From an optimization exercise on the open Yosys and OpenROAD flow, aimed at small area, a short achievable clock period and few clock cycles per item; shortcuts taken in it are not production practice.
Function was checked by simulation only, so behaviour that the tests miss may differ from the original.

== run A ==
Design fsqrt, start of the top module:
module fsqrt (
  input wire clk,
  input wire ready,
  input wire [31:0] x1,
  output reg [31:0] y_reg,
  output reg valid
  );
  wire [9:0] idx = {x1[23], x1[22:14]};
  wire [22:0] t1, t2;
  fsqrt0 u0(idx, t1);
  fsqrt1 u1(idx, t2);
  wire [7:0] e1 = x1[30:23];
  wire [7:0] eabs = e1[7] ? e1 - 8'd127 : 8'd128 - e1;
  wire [7:0] ehalf = eabs >> 1;
  wire [7:0] e = e1[7] ? 8'd127 + ehalf : 8'd127 - ehalf;
  wire sh24 = x1[23] & (|x1[22:14]);
  wire [25:0] mp = sh24 ? {2'b01, x1[22:0], 1'b0} : {1'b1, x1[22:0], 2'b0};   
  wire [26:0] mb = {1'b0, mp};
  reg [12:0] neg, one, two;
  integer j;
  always @* begin
    for (j = 0; j < 13; j = j + 1) begin
      neg[j] = mb[2*j+2] & ~(mb[2*j+1] & mb[2*j]);
      one[j] = mb[2*j+1] ^ mb[2*j];
      two[j] = (mb[2*j+2] & ~mb[2*j+1] & ~mb[2*j]) | (~mb[2*j+2] & mb[2*j+1] & mb[2*j]);
    end
  end
  reg s_r, sat_r;
  reg [7:0] e_r;
  reg [22:0] y1_r, y2_r;
  reg [12:0] neg_r, one_r, two_r;
  always @(posedge clk) begin
    valid <= ready;
    s_r <= x1[31];
    e_r <= e;
    sat_r <= ~x1[23] & (&x1[22:2]) & (x1[1] | x1[0]);
    y1_r <= t1;
    y2_r <= t2;
    neg_r <= neg;
    one_r <= one;
    two_r <= two;
  end
  wire [22:0] sm;
  wire [1:0] top;
  fsqrt2 u2(neg_r, one_r, two_r, y1_r, y2_r, sm, top);
  wire [22:0] r = sm | {23{sat_r}};
  always @* y_reg = {s_r, e_r, r};
endmodule
Size: about 67 I/O pins, roughly 36000 sq um of cells after synthesis.
Settings: LEC_CHECK=0, CAP_MARGIN=40, CORE_MARGIN=2, CORE_UTILIZATION=12, PLACE_DENSITY=0.2, SLEW_MARGIN=40, SYNTH_MEMORY_MAX_BITS=262144; clock period 8.0 ns.
run.sh (not shown) runs the stock make flow with config.mk's settings and CLKGATE_MAP_FILE= SYNTH_SCRIPT=/design/flow/synth_recipe.tcl, a recipe that flattens the netlist after the stock synthesis.
Run A: complete, dirty (negative setup slack)
Testbench counts of run A, summed over its fixed seeds: cycles 12,000, items 12,000.
Here is what was changed in the inputs of run B compared with run A.
- PLACE_DENSITY: 0.2 -> 0.35
- CORE_UTILIZATION: 12 -> 25
==> summary.txt <==
Run B: flow complete, layout not clean; failing: negative setup slack
In run B the combined area of the multi-input logic cells turned out about 1.5% lower than in run A.
Horizontal die dimension was lower in run B than in run A.
Run B vs run A, design area went down by about 8%.
--- input diff run B..run C ---
- CAP_MARGIN changed from 40 to 10
- SLEW_MARGIN changed from 40 to 10
Notes after the runs:
Run C leaves less setup margin than run B. For fraction of the core area covered by cells at the end of the flow, run C and run B come out practically identical. Run C finished all stages; however, its layout fails the closing checks, the failures being negative setup slack. Looking at startpoint of the worst setup timing path, the y2_r[22]$_DFF_P_ result is from run C; the y2_r[20]$_DFF_P_ one comes from run B.

---

fsqrt, a different RTL version from the one above (not shown whole).
For scale: roughly 5,900 cells after synthesis, about 110 flip-flops, roughly 36,000 um2 of cells after synthesis.
Settings: LEC_CHECK=0, ABC_AREA=1, CAP_MARGIN=20, CORE_MARGIN=2, CORE_UTILIZATION=40, CTS_CLUSTER_DIAMETER=150, CTS_CLUSTER_SIZE=40, PLACE_DENSITY=0.55, SETUP_SLACK_MARGIN=0.2, SLEW_MARGIN=20, SYNTH_MEMORY_MAX_BITS=262144; clock period 8.0 ns.
The starting point never finished: it broke off in global routing with GRT-0116.
Testbench counts at the start, summed over its fixed seeds: cycles 12,000, items 12,000.
Then changed:
==> flow/config.mk (replaced) <==
export PLATFORM = sky130hd
export DESIGN_NAME = fsqrt
export DESIGN_NICKNAME = fsqrt
export VERILOG_FILES = /design/flow/design.v
export SDC_FILE = /design/flow/constraint.sdc
export NUM_CORES = 4
export LEC_CHECK = 0
export CAP_MARGIN = 10
export CORE_MARGIN = 2
export CORE_UTILIZATION = 25
export PLACE_DENSITY = 0.35
export SLEW_MARGIN = 10
export SYNTH_MEMORY_MAX_BITS = 262144
The new run ran to the end with violations: setup timing.
Synthesized cell count falls by 15%.
Area after synthesis falls by 1.5%.
Then changed:
--- a/flow/config.mk
+++ b/flow/config.mk
@@ -8 +8,2 @@
-export CAP_MARGIN = 10
+export ABC_AREA = 1
+export CAP_MARGIN = 25
@@ -10,0 +12,2 @@
+export CTS_CLUSTER_DIAMETER = 150
+export CTS_CLUSTER_SIZE = 40
@@ -12 +15,2 @@
-export SLEW_MARGIN = 10
+export SETUP_SLACK_MARGIN = 0.0
+export SLEW_MARGIN = 25
@@ -13,0 +18 @@
+export TNS_END_PERCENT = 0
The new run completed with no timing, DRC or antenna violations.
Count of clock-buffer cells in the layout is unchanged.
Worst setup slack gets better by 0.39 ns.
Final area falls by about 1.8%.
Routed wire length went up by 16%.
Global-route usage went up by 5.9 points.
Die area climbs by 1.5%.
Synthesized cell count goes up by 18%.
Then changed:
--- a/flow/config.mk
+++ b/flow/config.mk
@@ -9 +9 @@
-export CAP_MARGIN = 25
+export CAP_MARGIN = 20
@@ -11 +11 @@
-export CORE_UTILIZATION = 25
+export CORE_UTILIZATION = 33
@@ -14,3 +14,4 @@
-export PLACE_DENSITY = 0.35
-export SETUP_SLACK_MARGIN = 0.0
-export SLEW_MARGIN = 25
+export GPL_ROUTABILITY_DRIVEN = 1
+export PLACE_DENSITY = 0.45
+export SETUP_SLACK_MARGIN = 0.2
+export SLEW_MARGIN = 20
@@ -18 +18,0 @@
-export TNS_END_PERCENT = 0
Effect: Core utilization is higher by 12 points; fmax barely changes; wire length is lower by 7.7%; design area climbs by 0.36%; critical path depth increases by 2; first-iteration DRC count rises by 44%; setup slack improved by 0.013 ns; die area went down by 24%; sequential share of layout area stays flat; clock-buffer cell count rose by 1.
Then changed:
--- a/flow/config.mk
+++ b/flow/config.mk
@@ -11 +11 @@
-export CORE_UTILIZATION = 33
+export CORE_UTILIZATION = 25
@@ -14,2 +14 @@
-export GPL_ROUTABILITY_DRIVEN = 1
-export PLACE_DENSITY = 0.45
+export PLACE_DENSITY = 0.35
Outcome: The changed run finished with timing, DRC and antenna clean. Setup slack gains 0.062 ns. Wire length increases by a little under a tenth. Sequential cell count does not change. Maximum frequency grows slightly. Design area rose slightly. Count of clock-buffer cells in the layout decreases by 1. Via count fell by a few percent. Hold slack improves by 0.0082 ns. Global-route usage shrinks by 9.7 points.
Then changed:
--- a/flow/config.mk
+++ b/flow/config.mk
@@ -9 +9 @@
-export CAP_MARGIN = 20
+export CAP_MARGIN = 25
@@ -11 +11 @@
-export CORE_UTILIZATION = 25
+export CORE_UTILIZATION = 36
@@ -14,3 +14,4 @@
-export PLACE_DENSITY = 0.35
-export SETUP_SLACK_MARGIN = 0.2
-export SLEW_MARGIN = 20
+export GPL_ROUTABILITY_DRIVEN = 1
+export PLACE_DENSITY = 0.5
+export SETUP_SLACK_MARGIN = 0.15
+export SLEW_MARGIN = 25
@@ -17,0 +19 @@
+export TNS_END_PERCENT = 0
Result: Now the flow aborted during global routing with GRT-0232; synthesized area is unchanged; synthesized cell count stays the same.

---

fsqrt, a different RTL version from the one above (not shown whole).
Size in the first run: roughly 5800 cells after synthesis, ~120 flip-flops, roughly 67 I/O pins, ~0.036 mm^2 of cells after synthesis.
Design fsqrt, start of the top module:
module fsqrt (
  input wire clk,
  input wire ready,
  input wire [31:0] x1,
  output reg [31:0] y_reg,
  output reg valid
  );
clock: 8.0 ns
lec_check: 0
abc_area: 1
cap_margin: 20
core_margin: 2
core_utilization: 25
cts_cluster_diameter: 150
cts_cluster_size: 40
place_density: 0.35
setup_slack_margin: 0.2
slew_margin: 20
synth_memory_max_bits: 262144
The starting point completed with no timing, DRC or antenna violations.
Testbench counts at the start, summed over its fixed seeds: cycles 12,000, items 12,000.
Rerun with:
CAP_MARGIN = 25   (was 20)
SETUP_SLACK_MARGIN = 0.0   (was 0.2)
SLEW_MARGIN = 25   (was 20)
TNS_END_PERCENT = 0   (was default)
Effect:
- The changed run finished but fails on setup timing
- clock-buffer cell count grows by 1
- worst setup slack gets worse by 0.25 ns
- wire length shrinks by about 0.6%
- final cell count shrinks by 0.48%
- cell area shrinks by 2.7%
- non-clock buffer count shrinks by 38

## separate check: timing with driven ports
The flow's constraints put no driver on any port. The routed layouts listed below were extracted and timed again, unchanged, in two steps.
Step 1, drivers: a clkbuf_16 drives clk and a buf_2 each remaining input, both assumed.
Step 2 also shifts input and output timing later by t, the mid clock arrival at the registers, as if the neighbouring blocks saw the same clock.
Slacks: no drivers / after step 1 / after step 2; pairs: no drivers / after step 1.
run	t (ns)	slack for setup (ns)	worst hold slack (ns)	worst setup path after step 2
run A	0.452	-0.099 / -0.167 / -0.309	1.645 / 1.601 / 2.053	input to register
run B	0.434	-0.307 / -0.363 / -0.324	1.643 / 1.617 / 2.051	input to register
run C	0.438	-0.311 / -0.372 / -0.333	1.648 / 1.613 / 2.050	input to register
the second run of note 2	0.446	-0.261 / -0.324 / -0.334	1.643 / 1.604 / 2.050	input to register
the third run of note 2	0.516	0.126 / 0.038 / -0.267	1.603 / 1.548 / 2.064	input to register
the fourth run of note 2	0.522	0.138 / 0.053 / -0.171	1.598 / 1.542 / 2.064	input to register
the fifth run of note 2	0.521	0.200 / 0.108 / -0.076	1.606 / 1.543 / 2.064	input to register
the first run of note 3	0.593	0.181 / 0.186 / -0.349	1.520 / 1.459 / 2.052	input to register
the second run of note 3	0.585	-0.068 / -0.142 / -0.537	1.508 / 1.455 / 2.040	input to register
With both steps, setup timing fails in the third run of note 2, the fourth run of note 2, the fifth run of note 2 and the first run of note 3, where it was met with ideal ports. For the first run of note 3, which loses most, drivers alone change the setup slack by +0.005 ns; drivers and shift together by -0.530 ns.
